Source: an optimization exercise on an open RTL-to-GDS flow (aim: a short achievable clock period and few clock cycles). Production flows keep margins and buffers that such runs may drop. In this exercise RTL edits were held to simulation tests only and were not proved equivalent to the original. Power figures rest on the tool's default switching activity, not on a simulated workload.

File: flow/design.v
module cpu(
    input clk,
    input nrst,
    output halt,
    output bit1_cp2,
    output bit2_cp3,
    output [2:0] io_address,
    output [7:0] dataout,
    input skip_flag,
    input clearacc,
    input [7:0] datain,
    output [11:0] address,
    output [11:0] write_data,
    output write_enable,
    output mem_load,
    input [11:0] read_data,
    input mem_ready
);
reg s_fetch;    
reg s_ptr;      
reg s_oprd;     
reg s_write;    
reg s_iotf;     
reg s_halt;
reg p_none;
reg p_and;
reg p_tad;
reg p_clr;      
reg [11:0] pc;
reg [11:0] ir;
reg [11:0] ac;
reg l;
reg [11:0] md;
reg sk;
reg [11:0] addr_r;
reg [11:0] wd_r;
reg w_ac;
reg we_r;
reg ml_r;
reg [2:0] io_r;
assign address = addr_r;
assign write_data = ({12{w_ac}} & ac) | wd_r;
assign write_enable = we_r;
assign mem_load = ml_r;
assign halt = s_halt;
assign io_address = io_r;
assign dataout = ac[7:0];
assign bit1_cp2 = ir[1];
assign bit2_cp3 = ir[2];
wire cla = ir[7], cll = ir[6], cma = ir[5], cml = ir[4], iac = ir[0];
reg m_inc, m_neg, m_one;
wire [11:0] s1 = (ac & {12{~cla}}) ^ {12{cma}};
wire s1l = (l & ~cll) ^ cml;
wire [12:0] c;
assign c[0] = iac;
genvar gi;
generate
    for (gi = 1; gi <= 12; gi = gi + 1) begin : g_carry
        assign c[gi] = (m_inc & (&ac[gi-1:0])) | (m_neg & ~(|ac[gi-1:0])) | m_one;
    end
endgenerate
wire [12:0] s3 = {s1l, s1} ^ c;
reg q_none, q_rar, q_rtr, q_ral, q_rtl, q_bsw;
wire [12:0] g1 = ({13{q_none}} & s3)
               | ({13{q_rar}} & {s3[0], s3[12:1]})
               | ({13{q_rtr}} & {s3[1:0], s3[12:2]})
               | ({13{q_ral}} & {s3[11:0], s3[12]})
               | ({13{q_rtl}} & {s3[10:0], s3[12:11]})
               | ({13{q_bsw}} & {s3[12], s3[5:0], s3[11:6]});
wire [12:0] tad_sum = {l, ac} + {1'b0, md};
wire [12:0] lac_v;
acc_next u_acc_next(
    .l(l), .ac(ac), .md(md), .tad_sum(tad_sum), .g1(g1),
    .p_none(p_none), .p_and(p_and), .p_tad(p_tad), .p_clr(p_clr), .iotc(s_iotf),
    .datain(datain), .clearacc(clearacc), .nrst(nrst), .lac_v(lac_v));
wire [11:0] ac_v = lac_v[11:0];
wire [11:0] pc1 = pc + 12'd1;
wire [11:0] a1 = addr_r + 12'd1;
reg t_sma, t_sza, t_snl, t_inv;
reg t_iot;
wire squash;
skip_test u_skip_test(
    .ac(ac), .l(l), .t_sma(t_sma), .t_sza(t_sza), .t_snl(t_snl), .t_inv(t_inv),
    .t_iot(t_iot), .skip_flag(skip_flag), .squash(squash));
wire fetchc = s_fetch | s_iotf;
wire [11:0] I = read_data;
wire [2:0] op = I[11:9];
wire [11:0] ea = {I[7] ? addr_r[11:7] : 5'b00000, I[6:0]};
wire take = fetchc & mem_ready & ~squash;
always @(posedge clk)
    {l, ac} <= lac_v;
always @(posedge clk) begin
    if (!nrst)
        ir <= 12'd0;
    else if (take)
        ir <= I;
end
always @(posedge clk) begin
    if (!nrst) begin
        q_none <= 1'b0;
        q_rar <= 1'b0;
        q_rtr <= 1'b0;
        q_ral <= 1'b0;
        q_rtl <= 1'b0;
        q_bsw <= 1'b0;
        m_inc <= 1'b0;
        m_neg <= 1'b0;
        m_one <= 1'b0;
    end else begin
        q_none <= n_g1 & ((I[3:1] == 3'b000) | (I[3:1] == 3'b110) | (I[3:1] == 3'b111));
        q_rar <= n_g1 & (I[3:1] == 3'b100);
        q_rtr <= n_g1 & (I[3:1] == 3'b101);
        q_ral <= n_g1 & (I[3:1] == 3'b010);
        q_rtl <= n_g1 & (I[3:1] == 3'b011);
        q_bsw <= n_g1 & (I[3:1] == 3'b001);
        m_inc <= I[0] & ~I[7] & ~I[5];
        m_neg <= I[0] & ~I[7] & I[5];
        m_one <= I[0] & I[7] & I[5];
    end
end
always @(posedge clk)
    if (s_oprd) begin
        md <= read_data;
        sk <= &read_data;
    end
always @(posedge clk) begin
    if (fetchc)
        wd_r <= I[11] ? a1 : 12'd0;
    else if (s_ptr)
        wd_r <= ir[11] ? pc1 : 12'd0;
    else if (s_oprd)
        wd_r <= read_data + 12'd1;
end
always @(posedge clk) begin
    if (!nrst)
        io_r <= 3'd0;
    else if (take && op == 3'd6)
        io_r <= I[8:6];
    else
        io_r <= 3'd0;
end
always @(posedge clk) begin
    if (!nrst)
        pc <= 12'd0;
    else if (fetchc)
        pc <= addr_r;
end
wire [11:0] wsrc = ir[11] ? a1 : (ir[10:9] == 2'b10 && sk) ? pc + 12'd2 : pc1;
wire [11:0] addr_d;
addr_next u_addr_next(
    .rd(read_data), .mem_ready(mem_ready), .squash(squash),
    .fetchc(fetchc), .s_ptr(s_ptr), .s_oprd_on(s_oprd & ~ir[10]), .s_write(s_write),
    .addr_r(addr_r), .a1(a1), .pc1(pc1), .wsrc(wsrc), .nrst(nrst), .addr_d(addr_d));
always @(posedge clk)
    addr_r <= addr_d;
reg n_fetch, n_ptr, n_oprd, n_write, n_iotf, n_halt;
reg n_and, n_tad, n_g1, n_clr, n_g2, n_dca;
always @* begin
    n_fetch = 1'b0; n_ptr = 1'b0; n_oprd = 1'b0; n_write = 1'b0; n_iotf = 1'b0; n_halt = 1'b0;
    n_and = 1'b0; n_tad = 1'b0; n_g1 = 1'b0; n_clr = 1'b0; n_g2 = 1'b0; n_dca = 1'b0;
    if (fetchc) begin
        if (!take)
            n_fetch = 1'b1;
        else case (op)
        3'd0, 3'd1, 3'd2: begin
            n_ptr = I[8];
            n_oprd = ~I[8];
        end
        3'd3: begin
            n_ptr = I[8];
            n_write = ~I[8];
            n_dca = ~I[8];
        end
        3'd4: begin
            n_ptr = I[8];
            n_write = ~I[8];
        end
        3'd5: begin
            n_ptr = I[8];
            n_fetch = ~I[8];
        end
        3'd6: begin
            n_iotf = (I[8:6] != 3'd0);
            n_fetch = (I[8:6] == 3'd0);
        end
        default: begin
            if (!I[8]) begin
                n_fetch = 1'b1;
                n_g1 = 1'b1;
            end else if (!I[0]) begin
                n_g2 = 1'b1;
                n_clr = I[7];
                n_halt = I[1];
                n_fetch = ~I[1];
            end else
                n_fetch = 1'b1;
        end
        endcase
    end else if (s_ptr) begin
        if (!mem_ready)
            n_ptr = 1'b1;
        else case (ir[11:9])
        3'd3: begin
            n_write = 1'b1;
            n_dca = 1'b1;
        end
        3'd4: n_write = 1'b1;
        3'd5: n_fetch = 1'b1;
        default: n_oprd = 1'b1;
        endcase
    end else if (s_oprd) begin
        if (!mem_ready)
            n_oprd = 1'b1;
        else if (ir[10])
            n_write = 1'b1;    
        else begin
            n_fetch = 1'b1;
            n_tad = ir[9];
            n_and = ~ir[9];
        end
    end else if (s_write) begin
        n_write = ~mem_ready;
        n_dca = ~mem_ready & w_ac;
        n_clr = mem_ready & w_ac;
        n_fetch = mem_ready;
    end else
        n_halt = 1'b1;
end
always @(posedge clk) begin
    if (!nrst) begin
        s_fetch <= 1'b1;
        s_ptr <= 1'b0;
        s_oprd <= 1'b0;
        s_write <= 1'b0;
        s_iotf <= 1'b0;
        s_halt <= 1'b0;
        p_none <= 1'b1;
        p_and <= 1'b0;
        p_tad <= 1'b0;
        p_clr <= 1'b0;
        t_sma <= 1'b0;
        t_sza <= 1'b0;
        t_snl <= 1'b0;
        t_inv <= 1'b0;
        t_iot <= 1'b0;
        we_r <= 1'b0;
        w_ac <= 1'b0;
        ml_r <= 1'b1;
    end else begin
        s_fetch <= n_fetch;
        s_ptr <= n_ptr;
        s_oprd <= n_oprd;
        s_write <= n_write;
        s_iotf <= n_iotf;
        s_halt <= n_halt;
        p_and <= n_and;
        p_tad <= n_tad;
        p_clr <= n_clr;
        t_sma <= n_g2 & I[6];
        t_sza <= n_g2 & I[5];
        t_snl <= n_g2 & I[4];
        t_inv <= n_g2 & I[3];
        t_iot <= n_iotf & I[0];
        p_none <= ~(n_and | n_tad | n_g1 | n_clr | n_iotf);
        we_r <= n_write;
        w_ac <= n_dca;
        ml_r <= ~n_halt;
    end
end
endmodule
module skip_test(
    input [11:0] ac,
    input l,
    input t_sma, t_sza, t_snl, t_inv, t_iot,
    input skip_flag,
    output squash
);
    wire g2skip = ((t_sma & ac[11]) | (t_sza & ~(|ac)) | (t_snl & l)) ^ t_inv;
    assign squash = (t_iot & skip_flag) | g2skip;
endmodule
module acc_next(
    input l,
    input [11:0] ac,
    input [11:0] md,
    input [12:0] tad_sum,
    input [12:0] g1,
    input p_none, p_and, p_tad, p_clr, iotc,
    input [7:0] datain,
    input clearacc,
    input nrst,
    output [12:0] lac_v
);
    wire [11:0] ac_iot = clearacc ? {4'b0000, datain} : (ac | {4'b0000, datain});
    assign lac_v = {13{nrst}} & (({13{p_none}} & {l, ac})
                 | ({13{p_and}} & {l, ac & md})
                 | ({13{p_tad}} & tad_sum)
                 | g1
                 | ({13{p_clr}} & {l, 12'd0})
                 | ({13{iotc}} & {l, ac_iot}));
endmodule
module addr_next(
    input [11:0] rd,
    input mem_ready,
    input squash,
    input fetchc, s_ptr, s_oprd_on, s_write,
    input [11:0] addr_r,
    input [11:0] a1,
    input [11:0] pc1,
    input [11:0] wsrc,
    input nrst,
    output reg [11:0] addr_d
);
    wire [11:0] ea = {rd[7] ? addr_r[11:7] : 5'b00000, rd[6:0]};
    always @* begin
        addr_d = addr_r;
        if (fetchc) begin
            if (squash)
                addr_d = a1;
            else if (mem_ready)
                addr_d = (rd[11] & rd[10]) ? a1 : ea;
        end else if (s_ptr) begin
            if (mem_ready)
                addr_d = rd;
        end else if (s_oprd_on) begin
            if (mem_ready)
                addr_d = pc1;
        end else if (s_write) begin
            if (mem_ready)
                addr_d = wsrc;
        end
        if (!nrst)
            addr_d = 12'd0;
    end
endmodule
File: flow/flow/run.sh
#!/bin/bash
# Layout: the standard synthesis and layout, with two resizer settings
# changed: ports get a plain buf_6 instead of the smallest buffer (a slow
# delay cell in this library), and the resizer may swap cells across
# footprints (the platform's default ties each cell to its own footprint).
set -euo pipefail
bash standard.sh synth > synth.log 2>&1
bash standard.sh MATCH_CELL_FOOTPRINT=0 "BUFFER_PORTS_ARGS=-buffer_cell sky130_fd_sc_hd__buf_6" finish > layout.log 2>&1
File: flow/standard.sh
#!/bin/bash
# synth_recipe.tcl (not shown) runs the flow's synth.tcl, then flattens the netlist and writes it again
# the make line also repeats each setting of config.mk as NAME=value (left out here)
make -C /OpenROAD-flow-scripts/flow DESIGN_CONFIG=/design/flow/config.mk WORK_HOME=/design/flow/orfs CLKGATE_MAP_FILE= SYNTH_SCRIPT=/design/flow/synth_recipe.tcl "${@:-finish}"
File: flow/config.mk
export PLATFORM = sky130hd
export DESIGN_NAME = cpu
export DESIGN_NICKNAME = cpu
export VERILOG_FILES = /design/flow/design.v
export SDC_FILE = /design/flow/constraint.sdc
export NUM_CORES = 4
export LEC_CHECK = 0
export CAP_MARGIN = 20
export CORE_MARGIN = 2
export CORE_UTILIZATION = 40
export SETUP_SLACK_MARGIN = 4.0
export SLEW_MARGIN = 20
export SYNTH_HIERARCHICAL = 1
export SYNTH_MINIMUM_KEEP_SIZE = 0
export TNS_END_PERCENT = 100
File: flow/constraint.sdc
create_clock -name core_clock -period 6.5 [get_ports {clk}]
set_input_delay 1.3000 -clock core_clock [delete_from_list [all_inputs] [get_ports {clk}]]
set_output_delay 1.3000 -clock core_clock [all_outputs]
set_load 0.01 [all_outputs]
==> results of run 1 <==
==> routing by layer <==
layer	global-route usage [%]	wire length (um)	vias to the layer above
met3	5.20	1970	69
met4	9.77	871	0
met1	32.9	10600	3514
li1	-	-	3462
met5	0	0	-
met2	41.2	12300	390
==> cells by family (layout without fill, tap and decap cells) <==
family,after synthesis,after routing,share of synthesized area (%)
and+or+nand+nor,350,351,24.4
AOI/OAI and AO/OA,263,263,24.3
DFF,101,101,31.4
buffers and inverters,92,156,6.09
xor gates and xnor gates,75,75,9.09
adders and majority gates,18,18,3.22
muxes,10,10,1.47
==> layout make-up <==
| class | count | area (um^2) | share of cell area (%) |
|---|---|---|---|
| clock buffer | 9 | 225 | 2.45 |
| clock inverter | 7 | 56.3 | 0.614 |
| inverter | 20 | 75.1 | 0.818 |
| multi-input combinational | 717 | 5000 | 54.5 |
| sequential | 101 | 2310 | 25.2 |
| tap | 229 | 287 | 3.12 |
| timing repair buffer | 120 | 1220 | 13.3 |
==> state kept, by name, summed over array words and instances (netlist names), 3 cells and up <==
name,cells
io_r,3
addr_r,12
wd_r,12
pc,12
ac,12
ir,10
md,12
==> cells in the final DEF (no fill, tap or decap), types with 10 or more instances in the layout <==
master	n
a222oi_1	14
xnor2_1	45
dfxtp_1	57
nand2_1	117
nand3_1	37
a22oi_1	11
a21oi_1	69
buf_6	67
a21o_1	19
o22ai_1	20
nor3_1	19
nand4_1	16
a211oi_1	12
nor2_1	42
xor2_1	21
ha_1	16
o21ai_0	36
nor2b_1	10
inv_1	18
dfxtp_2	14
buf_4	45
nand2b_1	27
edfxtp_1	25
==> tightest hold or removal path: stages (launching register included) <==
cell     delay (ps)
dfxtp_1         310
nand2_1          50
a21oi_1          60
==> path summary, 6_finish.rpt <==
check | startpoint | endpoint | cells past startpoint
setup / recovery | skip_flag | p_none | 11
hold / removal | ir[6] | ir[6] | 2
setup reg to reg | ac[0] | ac[8] | 9
hold reg to reg | ir[6] | ir[6] | 2
==> timing repair <==
item / CTS / global route
gates cloned: 3 / 0
gates resized for setup: 37 / 74
hold buffers: 0 / 0
setup endpoints to repair: 73 / 58
buffers inserted: 7 / 42
pin swaps: 12 / 47
==> synth_stat cells, types with 3 or more instances <==
cell type / number
a21oi_1: 74
nand3b_1: 8
nor3_1: 25
edfxtp_1: 25
clkbuf_1: 38
nand2b_1: 27
buf_1: 4
nor3b_1: 6
a21o_1: 19
dfxtp_1: 76
o221ai_1: 6
nand2_1: 119
inv_1: 19
o21ai_1: 3
and3_1: 8
a221o_1: 5
and2_1: 8
a221oi_1: 13
nand4_1: 16
o21ai_0: 38
a22o_1: 4
or3_1: 10
ha_1: 17
buf_4: 9
mux2_1: 5
a222oi_1: 14
xnor2_1: 53
o311ai_1: 6
buf_2: 14
nor4_1: 8
a211oi_1: 13
nor2_1: 48
nor2b_1: 13
o22ai_1: 20
nand3_1: 40
mux2i_1: 5
a31oi_1: 11
or2_2: 4
xor2_1: 22
buf_6: 4
o211ai_1: 5
a22oi_1: 12
==> report_power, final <==
part	internal (uW)	switching, uW
Sequential	686	72.9
Combinational	191	223
Clock	265	264
Total	1140	560
==> stage by stage <==
stage | hold slack (ps) | std cells
3_3_place_gp | 444 | 1134
2_1_floorplan | 431 | 909
4_1_cts | 454 | 1160
6_report | 458 | 1203
5_1_grt | 488 | 1203
3_5_place_dp | 444 | 1134
==> per-module statistics from Yosys (local to each module, per instance) <==
module / cell area, um^2 / cells
cpu: 5940 / 705
skip_test: 73.8 / 11
addr_next: 835 / 133
acc_next: 379 / 60
==> impl_metrics.csv, run 1 <==
group,metric,value,unit
global_routing,grt_max_degree,46,
clock_network,clockRootBuffer,"clkbuf_16",
critical_path,path_common_cell,"nand2_4",
pwr,p_total,1700,uW
global_routing,grt_pass1_wl,38600,um
detailed_routing,routedWlPerCell,21.4,um
critical_path,cp_cell_sequence,"buf_8 > nand2_4 > nand2_4 > a21oi_4 > a31oi_4 > buf_6 > nor3b_4 > nand3_4 > nor4_4 > nand2_1 > o21a_1",
outcome,status,"complete, no violations",
synth,synthArstFlopShare,0,%
synth,synth.avg_cell_area,7.95,um^2
floorplan,die_area,0.0192,mm^2
timing,tightest_slew,755,ps
final_layout,num_antenna_cells,0,
floorplan,core-area,0.0178,mm^2
timing,drv_slew,0,
global_routing,grt_usage,25.2,%
critical_path,critPathKind,"input port to register",
final_layout,syn_to_final_growth,26.9,%
clock_network,ctsHtreeMaxLevel,3,
synth,ys_types,72,
critical_path,critical_path.max_fanout,7,
synth,syn_inst,909,
detailed_routing,routed_wl,25700,um
timing,rsz0062_at_grt,"true",
synth,synth_ff_type,"dfxtp_1",
detailed_routing,drt_iter0_drc,962,
global_routing,grt.overflow.total,0,
placement,dpl-instance-area,0.00802,mm^2
floorplan,io_pins,65,
synth,synth_top_area_share,21.0,%
detailed_routing,firstDrtPassIters,6,
critical_path,cp.required,6750,ps
placement,hpwl,16900,um
placement,place_ws,2970,ps
timing,period_minus_slack,2550,ps
critical_path,cp_top_family,"simple AND/OR/NAND/NOR gates",
synth,synth_fp_nets,952,
synth,synth.area.top_cells,"dfxtp_1 (21%), edfxtp_1 (10%), xnor2_1 (6.4%)",
global_routing,antenna_found_initial,0,
worst_hold_path,hold_class,"register to register",
synth,yosys.area.top_type,"dfxtp_1",
global_routing,grt_pass1_vias,6644,
critical_path,cp_slowest_cell,"nor3b_4",
timing,fin_worst_skew,11.1,ps
synth,synth_area,0.00723,mm^2
floorplan,die_x,138,um
floorplan,fp.dieH,138,um
critical_path,cp.buffers_inverters,2,
critical_path,crit_path_end_kind,"register",
timing,tns,0,ps
critical_path,slowest_delay,250,ps
synth,synth_edf_count,25,
timing,max_slew_margin,49.6,%
clock_network,clockBufferDepth,2,
pwr,p_per_area,185,mW/mm^2
final_layout,fill_cells,1709,
timing,finalSetupViolations,0,
flow_run,drv_cap,0,
synth,yosysWarnings,8,
clock_network,cts_sinks,101,
pwr,leakage,0.00348,uW
detailed_routing,drcViolationCount,0,
pwr,ir_worst_vdd,0.140,mV
detailed_routing,antenna_left,0,
timing,fin_ws,3950,ps
clock_network,clkLatencyLatePin,360,ps
floorplan,initial_utilization,40.5,%
placement,place_congestion,0.933,
critical_path,crit_arrival,2800,ps
timing,hold_viol,0,
synth,yosys_register_bits,101,
final_layout,final_util,51.4,%
timing,fmax,392,MHz
critical_path,ff2ff_setup_slack,3980,ps
detailed_routing,num_vias,7435,
detailed_routing,avgViaCountPerCell,6.18,
synth,synth_seq_area_share,31.4,%
critical_path,start_kind,"input port",
floorplan,rows,49,
clock_network,cts_made_buffers,9,
final_layout,fin_nets,1012,
timing,fin_crit_sh,39.3,%
clock_network,path_clk_slew,70,ps
final_layout,design_area,0.00918,mm^2
placement,port_buffers,64,
clock_network,tritoncts,"yes",
final_layout,drive_gt1_share,23.7,%
Testbench counts, summed over its fixed seeds: cycles 135,783.
==> run 2, diff against run 1 <==
--- a/flow/design.v
+++ b/flow/design.v
@@ -48,28 +48,15 @@
 assign bit1_cp2 = ir[1];
 assign bit2_cp3 = ir[2];
-wire cla = ir[7], cll = ir[6], cma = ir[5], cml = ir[4], iac = ir[0];
 reg m_inc, m_neg, m_one;
-wire [11:0] s1 = (ac & {12{~cla}}) ^ {12{cma}};
-wire s1l = (l & ~cll) ^ cml;
-wire [12:0] c;
-assign c[0] = iac;
-genvar gi;
-generate
-    for (gi = 1; gi <= 12; gi = gi + 1) begin : g_carry
-        assign c[gi] = (m_inc & (&ac[gi-1:0])) | (m_neg & ~(|ac[gi-1:0])) | m_one;
-    end
-endgenerate
-wire [12:0] s3 = {s1l, s1} ^ c;
+wire [12:0] s3;
+opr1_value u_opr1_value(
+    .ac(ac), .l(l), .cla(ir[7]), .cll(ir[6]), .cma(ir[5]), .cml(ir[4]), .iac(ir[0]),
+    .m_inc(m_inc), .m_neg(m_neg), .m_one(m_one), .s3(s3));
 reg q_none, q_rar, q_rtr, q_ral, q_rtl, q_bsw;
-wire [12:0] g1 = ({13{q_none}} & s3)
-               | ({13{q_rar}} & {s3[0], s3[12:1]})
-               | ({13{q_rtr}} & {s3[1:0], s3[12:2]})
-               | ({13{q_ral}} & {s3[11:0], s3[12]})
-               | ({13{q_rtl}} & {s3[10:0], s3[12:11]})
-               | ({13{q_bsw}} & {s3[12], s3[5:0], s3[11:6]});
 wire [12:0] tad_sum = {l, ac} + {1'b0, md};
 wire [12:0] lac_v;
 acc_next u_acc_next(
-    .l(l), .ac(ac), .md(md), .tad_sum(tad_sum), .g1(g1),
+    .l(l), .ac(ac), .md(md), .tad_sum(tad_sum), .s3(s3),
+    .q_none(q_none), .q_rar(q_rar), .q_rtr(q_rtr), .q_ral(q_ral), .q_rtl(q_rtl), .q_bsw(q_bsw),
     .p_none(p_none), .p_and(p_and), .p_tad(p_tad), .p_clr(p_clr), .iotc(s_iotf),
     .datain(datain), .clearacc(clearacc), .nrst(nrst), .lac_v(lac_v));
@@ -284,5 +271,6 @@
     input [11:0] md,
     input [12:0] tad_sum,
-    input [12:0] g1,
+    input [12:0] s3,
+    input q_none, q_rar, q_rtr, q_ral, q_rtl, q_bsw,
     input p_none, p_and, p_tad, p_clr, iotc,
     input [7:0] datain,
@@ -291,11 +279,35 @@
     output [12:0] lac_v
 );
-    wire [11:0] ac_iot = clearacc ? {4'b0000, datain} : (ac | {4'b0000, datain});
-    assign lac_v = {13{nrst}} & (({13{p_none}} & {l, ac})
-                 | ({13{p_and}} & {l, ac & md})
+    wire [11:0] keep = {12{p_none}} | ({12{p_and}} & md) | {12{iotc & ~clearacc}};
+    wire lkeep = p_none | p_and | p_clr | iotc;
+    assign lac_v = {13{nrst}} & (
+                   {lkeep & l, keep & ac}
                  | ({13{p_tad}} & tad_sum)
-                 | g1
-                 | ({13{p_clr}} & {l, 12'd0})
-                 | ({13{iotc}} & {l, ac_iot}));
+                 | {5'd0, {8{iotc}} & datain}
+                 | ({13{q_none}} & s3)
+                 | ({13{q_rar}} & {s3[0], s3[12:1]})
+                 | ({13{q_rtr}} & {s3[1:0], s3[12:2]})
+                 | ({13{q_ral}} & {s3[11:0], s3[12]})
+                 | ({13{q_rtl}} & {s3[10:0], s3[12:11]})
+                 | ({13{q_bsw}} & {s3[12], s3[5:0], s3[11:6]}));
+endmodule
+module opr1_value(
+    input [11:0] ac,
+    input l,
+    input cla, cll, cma, cml, iac,
+    input m_inc, m_neg, m_one,
+    output [12:0] s3
+);
+    wire [11:0] s1 = (ac & {12{~cla}}) ^ {12{cma}};
+    wire s1l = (l & ~cll) ^ cml;
+    wire [12:0] c;
+    assign c[0] = iac;
+    genvar gi;
+    generate
+        for (gi = 1; gi <= 12; gi = gi + 1) begin : g_carry
+            assign c[gi] = (m_inc & (&ac[gi-1:0])) | (m_neg & ~(|ac[gi-1:0])) | m_one;
+        end
+    endgenerate
+    assign s3 = {s1l, s1} ^ c;
 endmodule
 module addr_next(
==> run 2 against run 1 <==
  * Still clean
  * Via count down 3.7%
  * Flip-flop and latch count unchanged
  * Worst hold slack worse by 5.9 ps
  * Worst setup slack better by 52 ps
  * Sequential share of layout area up 0.96 points
  * Cell count down 3.9%
  * Die area up 3.4%
  * Sequential power down 1%
  * Routed wire length down 3.2%
  * Combinational power down 3%
  * Clock skew up 5.1 ps
  * Maximum frequency up 2.1%
  * Critical endpoint is now addr_r[1]
==> impl_metrics.csv, run 2 <==
group,metric,value,unit
detailed_routing,avgViaCountPerCell,6.19,
timing,fmax,400,MHz
detailed_routing,firstDrtPassIters,7,
detailed_routing,routedWlPerCell,21.5,um
synth,synth_ff_type,"dfxtp_1",
detailed_routing,num_vias,7157,
synth,synth.avg_cell_area,8.37,um^2
clock_network,cts_made_buffers,9,
worst_hold_path,hold_class,"register to register",
synth,synth_edf_count,25,
placement,hpwl,17200,um
pwr,p_comb_share,23.2,%
global_routing,grt_pass1_wl,39000,um
critical_path,r2r_cells,7,
timing,finalSetupViolations,0,
detailed_routing,drt_iter0_drc,712,
clock_network,clkLatencyLatePin,370,ps
clock_network,cts_sinks,101,
global_routing,grt.overflow.total,0,
placement,port_buffers,64,
timing,fin_ws,4000,ps
pwr,leakage,0.00325,uW
synth,yosysWarnings,8,
synth,synthTopCellsByCount,"nand2_1 (94), a21oi_1 (78), dfxtp_1 (76), xnor2_1 (54), nor2_1 (43)",
timing,tns,0,ps
timing,rsz0062_at_grt,"true",
synth,synth_top_area_share,20.3,%
floorplan,rows,50,
placement,dpl-instance-area,0.00813,mm^2
synth,synth_area,0.00748,mm^2
clock_network,holdBufCountCts,0,
synth,synthArstFlopShare,0,%
clock_network,clockRootBuffer,"clkbuf_16",
final_layout,syn_to_final_growth,18.2,%
timing,tightest_slew,767,ps
final_layout,layout_commonest_cell,"nand2_1",
timing,drv_slew,0,
pwr,ir_worst_vdd,0.132,mV
timing,fin_crit_sh,38.5,%
pwr,swShare,32.5,%
floorplan,fp.dieH,141,um
placement,place_congestion,0.860,
worst_hold_path,hold_depth,2,
synth,yosysMostFrequentCell,"nand2_1",
global_routing,grt_max_degree,43,
clock_network,path_clk_slew,80,ps
floorplan,core-area,0.0185,mm^2
final_layout,num_antenna_cells,0,
detailed_routing,drcViolationCount,0,
critical_path,crit_path_end_kind,"register",
critical_path,critPathKind,"input port to register",
synth,synth_seq_area_share,30.4,%
final_layout,fin_nets,960,
pwr,p_per_area,195,mW/mm^2
detailed_routing,antenna_left,0,
synth,synth_fp_nets,937,
critical_path,cp.required,6750,ps
floorplan,die_area,0.0198,mm^2
critical_path,critical_path.max_fanout,10,
timing,hold_viol,0,
synth,ys_types,83,
final_layout,register_area,0.00231,mm^2
final_layout,drive_gt1_share,20.1,%
flow_run,drv_cap,0,
timing,fin_worst_skew,16.2,ps
pwr,p_clk_share,33.3,%
pwr,p_switching,560,uW
final_layout,design_area,0.00885,mm^2
pwr,p_int,1160,uW
floorplan,io_pins,65,
critical_path,crit_arrival,2760,ps
global_routing,grt_usage,25.1,%
clock_network,ctsHtreeMaxLevel,3,
timing,hold_ws,452,ps
floorplan,initial_utilization,40.4,%
placement,place_ws,2650,ps
clock_network,tritoncts,"yes",
final_layout,layout_common_cells,"nand2_1 (92), a21oi_1 (74), buf_6 (63), dfxtp_1 (59), xnor2_1 (46)",
clock_network,clockBufferDepth,2,
final_layout,multi_input_area,0.00498,mm^2
synth,syn_inst,894,
global_routing,antenna_found_initial,0,
synth,yosys_register_bits,101,
timing,period_minus_slack,2500,ps
final_layout,fill_cells,1819,
synth,synth.area.top_cells,"dfxtp_1 (20%), edfxtp_1 (10%), xnor2_1 (6.3%)",
pwr,sequentialPowerShare,43.5,%
outcome,status,"complete, no violations",
critical_path,start_kind,"input port",
pwr,p_total,1720,uW
timing,max_slew_margin,48.9,%
global_routing,grt_pass1_vias,6758,
floorplan,die_x,141,um
detailed_routing,routed_wl,24900,um
synth,yosys.area.top_type,"dfxtp_1",
## run 2: cell count changes in the layout (fill, tap and decap cells not counted), sizes merged, moves of 11 or more
cell	delta
a22o	+20
and2	+15
nand2	-25
nand3	-11
a221oi	+12
buf	-39
o31ai	+14
a211oi	-12
## run 2: metrics by stage
step / utilization [%] / std cells
finish: 47.8 / 1156
global route: 47.8 / 1156
detailed placement: 43.9 / 1126
CTS: 46.7 / 1153
floorplan: - / 894
global placement: 43.9 / 1126
## run 2: area by class of cell
type	instances	area share (%)
tap	234	3.31
inverter	25	1.09
multi-input combinational	699	56.3
timing repair buffer	81	9.77
clock buffer	9	2.55
sequential	101	26.1
clock inverter	7	0.849
## run 2: worst max-delay path: stages
cell	delay, ps
buf_8	100
nand2_1	70
nand2_2	70
a21oi_4	190
buf_12	140
a31oi_4	80
o311ai_2	370
a21oi_1	60
or3_1	370
## run 2: cell families (layout without fill, tap and decap cells)
kind of cell / count (synthesis) / count (layout) / synth area share (%)
multiplexers: 12 / 12 / 1.69
AO/OA/AOI/OAI: 275 / 276 / 25.7
adder cells (fa/ha/maj): 18 / 18 / 3.11
flip-flops: 101 / 101 / 30.4
buffers and inverters: 95 / 122 / 7.56
XOR/XNOR: 77 / 77 / 9.01
AND/OR/NAND/NOR: 316 / 316 / 22.6
## run 2: timing repair
action | CTS | global route
setup buffers | 10 | 3
pin swaps | 4 | 10
endpoints found under the setup margin | 78 | 47
gates resized for setup | 38 | 34
gates cloned | 1 | 0
## run 2: modules after synthesis (local to each module, per instance)
module | cells | cell area, um^2 | flops+latches | times used
acc_next | 99 | 851 | 0 | 1
addr_next | 133 | 835 | 0 | 1
skip_test | 11 | 73.8 | 0 | 1
cpu | 565 | 5130 | 101 | 1
opr1_value | 86 | 593 | 0 | 1
## run 2: path summary, 6_finish.rpt
check             startpoint         to  slack, ps
setup reg to reg       ac[2]      ac[7]       4030
hold reg to reg        ir[6]      ir[6]        450
hold / removal         ir[6]      ir[6]        450
setup / recovery   skip_flag  addr_r[1]       4000
## run 2: power groups by stage
stage	Sequential (uW)	Clock, uW	Combinational [uW]
6_report	751	573	400
5_1_grt	757	612	427
4_1_cts	750	579	384
3_5_place_dp	765	0	372
3_3_place_gp	765	0	371
2_1_floorplan	739	0	238
## run 2: metal layers
layer  global-route usage, %  share of wire (%)  up-vias
li1                        -                  -     3344
met1                    33.7                 44     3439
met2                    40.3                 46      323
met3                    3.80                7.1       51
met4                    10.5                2.8        0
met5                       0                  0        -
Testbench counts of run 2, summed over its fixed seeds: cycles 135,783.

==> port drivers added, routing unchanged <==
How much do the figures lean on ideal ports? The routed layouts below were timed once more, with nothing changed but the port constraints.
Step 1, drivers: a clkbuf_16 drives clk and a buf_2 each remaining input, both assumed.
Step 2 also shifts input and output timing later by t, the mid clock arrival at the registers, as if the neighbouring blocks saw the same clock.
Slacks: ideal / step 1 / step 2; pairs: ideal / step 1.
run	t, ns	setup slack, ns	worst setup path at the end	cell pins on the clock port's net
run 1	0.398	3.947 / 3.951 / 3.554	input to register	1
run 2	0.402	3.999 / 3.972 / 3.601	input to register	1
After both steps every run listed still meets setup and hold. The setup slack of run 2, which loses most, moves by -0.027 ns with the drivers and by -0.398 ns with both steps.
